This is an optimization exercise on Yosys and OpenROAD, whose aim is small area, a short achievable clock period and few clock cycles per item, not a production implementation. Function was checked by simulation only, so behaviour that the tests miss may differ from the original. Power is estimated from default activity; no workload was simulated.

// trading_core
module trading_core(
    input clk,
    input rst,
    input order_valid,
    input [31:0] order_data,
    output order_ready,
    output trade_valid,
    output [7:0] trade_price,
    output [7:0] trade_qty,
    output [7:0] trade_buy_id,
    output [7:0] trade_sell_id,
    output appr_valid,
    output [7:0] appr_price,
    output [7:0] appr_qty,
    output [7:0] appr_buy_id,
    output [7:0] appr_sell_id
);
Size in the first run: ~4400 cells after synthesis, roughly 1200 flip-flops, ~100 I/O pins.
clock: 8.0 ns
lec_check: 0
cap_margin: 20
core_margin: 2
core_utilization: 55
cts_buf_list: sky130_fd_sc_hd__clkbuf_8
cts_cluster_size: 24
place_density: 0.65
setup_slack_margin: 4.75
slew_margin: 20
tns_end_percent: 10
run.sh (not shown) runs the stock make flow with config.mk's settings and CLKGATE_MAP_FILE= SYNTH_SCRIPT=/design/flow/synth_recipe.tcl, a recipe that flattens the netlist after the stock synthesis.
The baseline ran to the end with no violations.
Testbench counts at the start, summed over its fixed seeds: cycles 3,212, orders 3,200.
Then changed:
- CTS_BUF_LIST: sky130_fd_sc_hd__clkbuf_8 -> unset
- CTS_CLUSTER_SIZE: 24 -> unset
- SETUP_SLACK_MARGIN: 4.75 -> 5
What happened: Worst setup slack gains 200 ps; final area came out higher by a few percent; global-route usage is about the same; die area is unchanged; area after synthesis does not change; synthesized cell count stays the same; clock power came out higher by roughly a tenth.
Then changed:
- CORE_UTILIZATION: 55 -> 68
- PLACE_DENSITY: 0.65 -> 0.76
- TNS_END_PERCENT: 10 -> 100
Effect: Wire length rose by 2.7%; critical path depth fell by 1; via count rose by 4.0%; cell area rose by 1.5%; utilization rose by 17 points; clock skew fell by 8.2 ps; clock-buffer cell count rose by 3; sequential share of layout area fell by 0.73 points; worst hold slack gets better by 16 ps; fmax fell by 5.5%.
Then changed:
- CORE_UTILIZATION: 68 -> 55
- CTS_BUF_LIST: unset -> sky130_fd_sc_hd__clkbuf_8
- CTS_CLUSTER_SIZE: unset -> 24
- PLACE_DENSITY: 0.76 -> 0.65
- TNS_END_PERCENT: 100 -> 10
Outcome: The changed run produced a clean layout. Routed wire length is lower by 3.5%. Cell area drops by 3.3%. Setup slack improves by 100 ps. Total power decreases by 5.8%. Final cell count climbs by 4.9%. Clock power goes down by 11%. Clock-buffer cell count is higher by 50. Die area goes up by 23%. Area after synthesis stays the same.

Setup of willow:
Another version of the RTL of trading_core (not shown whole).
Size in the first run: roughly 4300 cells after synthesis, roughly 1200 flip-flops, ~100 I/O pins, roughly 53000 um2 of cells after synthesis.
Design trading_core, start of the top module:
module trading_core(
    input clk,
    input rst,
    input order_valid,
    input [31:0] order_data,
    output order_ready,
    output trade_valid,
    output [7:0] trade_price,
    output [7:0] trade_qty,
    output [7:0] trade_buy_id,
    output [7:0] trade_sell_id,
    output appr_valid,
    output [7:0] appr_price,
    output [7:0] appr_qty,
    output [7:0] appr_buy_id,
    output [7:0] appr_sell_id
);
Settings: LEC_CHECK=0, CAP_MARGIN=20, CORE_MARGIN=2, CORE_UTILIZATION=55, PLACE_DENSITY=0.65, SETUP_SLACK_MARGIN=5, SLEW_MARGIN=20, TNS_END_PERCENT=30; clock period 8.0 ns.
willow closes out successfully: all stages finished, all timing, DRC and antenna checks passed.
Testbench counts of willow, summed over its fixed seeds: cycles 3,212, orders 3,200.
> inputs changed (willow -> indigo)
Settings: changing TNS_END_PERCENT from 30 to 10.
### Flow results
indigo packs its core looser than willow.
Between willow and indigo, count of non-filler cells in the finished layout decreased.
Comparing willow and indigo, count of clock-net buffers in the final layout is lower on indigo.
Detailed-route DRC error count came out exactly the same in willow and indigo.
ORDER_MATCHING_ENGINE.bv[2]$_SDFF_PP0_ as the timing endpoint of the critical path was reported by willow, and ORDER_MATCHING_ENGINE.pre_hit[10]$_DFF_P_ by indigo.
Diff willow and indigo: period utilization lower in willow
As of indigo, net switching component of the power had fallen slightly compared to willow.
In the flow results for willow and indigo, the transition at the pin with the smallest max-transition slack is smaller on willow.
From willow to indigo the numbers moved as follows: hold slack shrank by 0.0050 ns; power held steady; met3 capacity usage during global routing grew by 0.88 points.

[what the ideal ports hide]
Ports are ideal in the flow. The routed layouts listed here were re-timed in OpenROAD. Step 1: set_driving_cell puts a clkbuf_16 on clk and a buf_2 on each other input, an assumption about the parent block. Step 2 times the ports against the registers' clock, not the clock port: input delays grow and output delays shrink by t, the midpoint of the rising clock arrivals with the driver on. Three values: no drivers, after step 1, after step 2; two values: the first two.
run | t (ns) | setup slack, ns | hold WS [ns] | worst data-port slew with drivers (ns) | pins driven straight from the clock port
the first run of note 1 | 0.966 | 4.432 / 4.357 / 4.464 | 0.320 / 0.320 / 0.320 | 0.05 | 1
the second run of note 1 | 0.778 | 4.636 / 4.636 / 4.636 | 0.303 / 0.303 / 0.303 | 0.05 | 1
the third run of note 1 | 0.776 | 4.441 / 4.441 / 4.441 | 0.320 / 0.320 / 0.320 | 0.07 | 1
the fourth run of note 1 | 0.954 | 4.544 / 4.544 / 4.544 | 0.300 / 0.300 / 0.300 | 0.05 | 1
willow | 0.788 | 4.683 / 4.683 / 4.405 | 0.326 / 0.326 / 0.326 | 0.05 | 1
indigo | 0.801 | 4.554 / 4.554 / 4.024 | 0.321 / 0.321 / 0.321 | 0.05 | 1
After both steps every run listed still meets setup and hold. For indigo, which loses most, drivers alone change the setup slack by 0.000 ns; drivers and shift together by -0.530 ns.
